Context: an optimization exercise on an open-source flow, tuned for small area. The choices shown serve that exercise and are no tape-out recipe.
Only simulation tests tie the RTL to the original design; equivalence was not proved.
The clock input has no modelled driver; a real chip could not lean on it and would need a root buffer or a full tree.
Power and IR drop assume default switching activity.

Setup of red:
Design pintest, start of the top module:
module pintest 
(
	input wire			CLK100_P,
	input wire			rst,  
	output wire[8:0]	D2IO_n,
	output wire[8:0]	D2IO_p,
	output wire[4:0]	D2I_n,
	output wire[4:0]	D2I_p,
	output wire[5:0]	D3IO_n,
	input wire			TestClock,
	output wire			D3IO_n7,  
	output wire[7:0]	D3IO_p,
	output wire[7:0]	D3I_n,
	output wire[7:0]	D3I_p,
	output wire[7:0]	D6IO_n,
	output wire[7:0]	D6IO_p,
	output wire[7:0]	D6I_n,
	output wire[7:0]	D6I_p,
	output wire[3:0]	LED,
	output wire[7:0]	S0,
	output wire[11:0]	S1,
	output wire[6:0]	S8,
	output wire[0:0]	S6
);
For scale: roughly 300 cells after synthesis, ~51 flip-flops, about 2100 um2 of cells after synthesis.
Settings: LEC_CHECK=0, CAP_MARGIN=20, CORE_MARGIN=2, CORE_UTILIZATION=65, SLEW_MARGIN=20; clock period 10.0 ns.
standard.sh (not shown) runs the stock make flow with config.mk's settings and CLKGATE_MAP_FILE= SYNTH_SCRIPT=/design/flow/synth_recipe.tcl, a recipe that flattens the netlist after the stock synthesis.
==> flow/flow/run.sh <==
#!/bin/bash
set -euo pipefail
here=$(pwd)
cat > "$here/flow_synth.tcl" <<EOF
proc abc {args} {
  set i [lsearch -exact \$args -script]
  if { \$i >= 0 } { set args [lreplace \$args [expr {\$i + 1}] [expr {\$i + 1}] $here/flow/abc_area.script] }
  yosys abc {*}\$args
}
source $here/synth_recipe.tcl
EOF
sed "s|SYNTH_SCRIPT=[^ ]*|SYNTH_SCRIPT=$here/flow_synth.tcl ADDER_MAP_FILE=|" standard.sh > flow_standard.sh
export BUFFER_PORTS_ARGS="-buffer_cell sky130_fd_sc_hd__buf_1"
export CTS_ARGS="-sink_clustering_enable -repair_clock_nets -dont_use_dummy_load -buf_list {sky130_fd_sc_hd__clkbuf_4} -root_buf sky130_fd_sc_hd__clkbuf_4"
export POST_CTS_TCL="$here/flow/post_cts.tcl"
export POST_CTS_SLEW=0.110
bash flow_standard.sh > flow.log 2>&1
==> flow/flow/abc_area.script <==
&get -n
&deepsyn -I 4 -J 50
&put
map -a
topo
Other scripts of this flow, unchanged in this note and not shown: flow/flow/post_cts.tcl
red was carried through to the last stage, and its layout satisfied the timing, DRC and antenna checks.
For blue, these inputs were changed with respect to red:
- swapping 65 for 70 in CORE_UTILIZATION
Notes after the runs:
Run status, blue: aborted in global placement (3_3_place_gp), error GPL-0301
Between red and blue, the fraction of synthesized cell area in xor and xnor cells does not differ in any meaningful way.
As far as synthesized area goes, blue and red are indistinguishable; the numbers are identical.
Compared with red, in blue row count now smaller, vertical extent of the die now smaller.
From red to blue, number of nets in the synthesized netlist did not move at all.
#### Input delta (green over blue)
- a change of CORE_UTILIZATION from 70 to 65
--- a/flow/flow/run.sh
+++ b/flow/flow/run.sh
@@ -4,9 +4,6 @@
 cat > "$here/flow_synth.tcl" <<EOF
-proc abc {args} {
-  set i [lsearch -exact \$args -script]
-  if { \$i >= 0 } { set args [lreplace \$args [expr {\$i + 1}] [expr {\$i + 1}] $here/flow/abc_area.script] }
-  yosys abc {*}\$args
-}
+source $here/flow/synth_abc.tcl
 source $here/synth_recipe.tcl
 EOF
+export FLOW_ABC_DIR="$here/flow"
 sed "s|SYNTH_SCRIPT=[^ ]*|SYNTH_SCRIPT=$here/flow_synth.tcl ADDER_MAP_FILE=|" standard.sh > flow_standard.sh
==> flow/flow/abc_area1.script (new file) <==
strash
&get -n
&deepsyn -I 4 -J 50
&put
map -a
topo
==> flow/flow/abc_area2.script (new file) <==
strash
dc2
&get -n
&deepsyn -I 4 -J 50
&put
map -a
topo
==> flow/flow/abc_area3.script (new file) <==
strash
&get -n
&deepsyn -I 4 -J 50
&put
balance
map -a
topo
==> flow/flow/abc_area4.script (new file) <==
strash
&get -n
&deepsyn -I 4 -J 50 -t
&put
map -a
topo
==> flow/flow/abc_area5.script (new file) <==
strash
&get -n
&deepsyn -I 4 -J 50
&put
rewrite -z
map -a
topo
==> flow/flow/abc_area6.script (new file) <==
strash
&get -n
&deepsyn -I 4 -J 50 -t
&put
dc2
map -a
topo
==> flow/flow/synth_abc.tcl (new file) <==
# Sourced by the flow's synthesis script before synth_recipe.tcl. Replaces the
# abc call of ORFS's synthesis: each area-oriented abc script in flow/ is
# tried on the same netlist, and the one giving the smallest cell area is
# kept. Registers are not touched by abc.
proc abc {args} {
  set i [lsearch -exact $args -script]
  set lib [lindex $args [expr {[lsearch -exact $args -liberty] + 1}]]
  set scripts [lsort [glob $::env(FLOW_ABC_DIR)/abc_area*.script]]
  yosys design -save flow_pre_abc
  set best ""; set best_area 1e30
  foreach s $scripts {
    yosys design -load flow_pre_abc
    yosys abc {*}[lreplace $args [expr {$i + 1}] [expr {$i + 1}] $s]
    yosys tee -q -o $::env(FLOW_ABC_DIR)/../abc_stat.txt stat -liberty $lib
    set f [open $::env(FLOW_ABC_DIR)/../abc_stat.txt]; set t [read $f]; close $f
    regexp {Chip area for (?:top )?module[^:]*:\s*([0-9.]+)} $t -> area
    puts "flow abc: [file tail $s] gives cell area $area"
    if { $area < $best_area } { set best_area $area; set best $s }
  }
  yosys design -load flow_pre_abc
  yosys abc {*}[lreplace $args [expr {$i + 1}] [expr {$i + 1}] $best]
  puts "flow abc: kept [file tail $best] (cell area $best_area)"
}
removed: flow/flow/abc_area.script
==> run notes <==
The final layout from green, which completed every stage, passed the timing, DRC and antenna checks at the end of the flow.
Between green and blue, it is green whose initial core utilization is lower, by 6.5 points.
When the final numbers for blue and green were put side by side, the synthesized cell count turned out to be greater in blue.
Sequential share of the synthesized area for green: 0.33 points up relative to blue
As far as number of flip-flops and latches in the synthesized netlist goes, green and blue are indistinguishable; the numbers are identical.
Sort blue and green by post-synthesis net count, descending, and blue comes first.
In terms of fraction of the mapped netlist area in simple logic gates, green and blue differ only marginally.
Inputs modified between green and orange:
==> flow/flow/abc_area7.script (new file) <==
strash
&get -n
&deepsyn -I 4 -J 50 -t
&put
balance
map -a
topo
==> flow/flow/abc_area8.script (new file) <==
strash
dc2
&get -n
&deepsyn -I 4 -J 50 -t
&put
map -a
topo
==> flow/flow/abc_area9.script (new file) <==
strash
&get -n
&deepsyn -I 4 -J 50
&put
balance
rewrite -z
map -a
topo
==> flow/flow/abc_areaA.script (new file) <==
strash
&get -n
&deepsyn -I 4 -J 50 -t
&put
rewrite -z
map -a
topo
==> flow/flow/abc_areaB.script (new file) <==
strash
dc2
&get -n
&deepsyn -I 4 -J 50
&put
balance
map -a
topo
==> flow/flow/abc_areaC.script (new file) <==
strash
&get -n
&deepsyn -I 4 -J 50 -t
&put
balance
map -a
mfs2
strash
balance
map -a
topo
Notes after the runs:
Per the final summary, orange finished and its layout is clean on timing, DRC and antenna. orange reports a lower number of distinct standard cells referenced by the synthesized netlist than green does. [compare] base=green new=orange: wire length +830 um; via-per-instance ratio picked up an extra 5.3%; setup slack fell by 41 ps. The worst hold margin of orange was inferior to that of green. Between green and orange, post-route clock period utilization is higher for orange, green comes in under that. Looking at green and orange, the placed instance area is a wash. Compared with green, power in orange increased by a few percent.

-- static timing again, ports no longer ideal --
The flow's constraints put no driver on any port. The routed layouts listed below were extracted and timed again, unchanged, in two steps.
Step 1 assumes that a clkbuf_16 drives the clock port and a buf_2 every other input.
Step 2 moves the port delays by t, midway between the first and last clock arrival at a register: inputs arrive t later, outputs are due t later. That takes back most of the time a late clock gives input paths.
Three values: no drivers, after step 1, after step 2; two values: the first two.
run | t, ns | slack for setup (ns) | worst setup path after step 2 | worst data-port slew with drivers (ns)
red | 0.180 | 6.147 / 6.101 / 6.282 | register to output | 0.03
green | 0.178 | 6.156 / 6.111 / 6.289 | register to output | 0.03
orange | 0.173 | 6.114 / 6.064 / 6.224 | input to register | 0.05
After both steps every run listed still meets setup and hold.
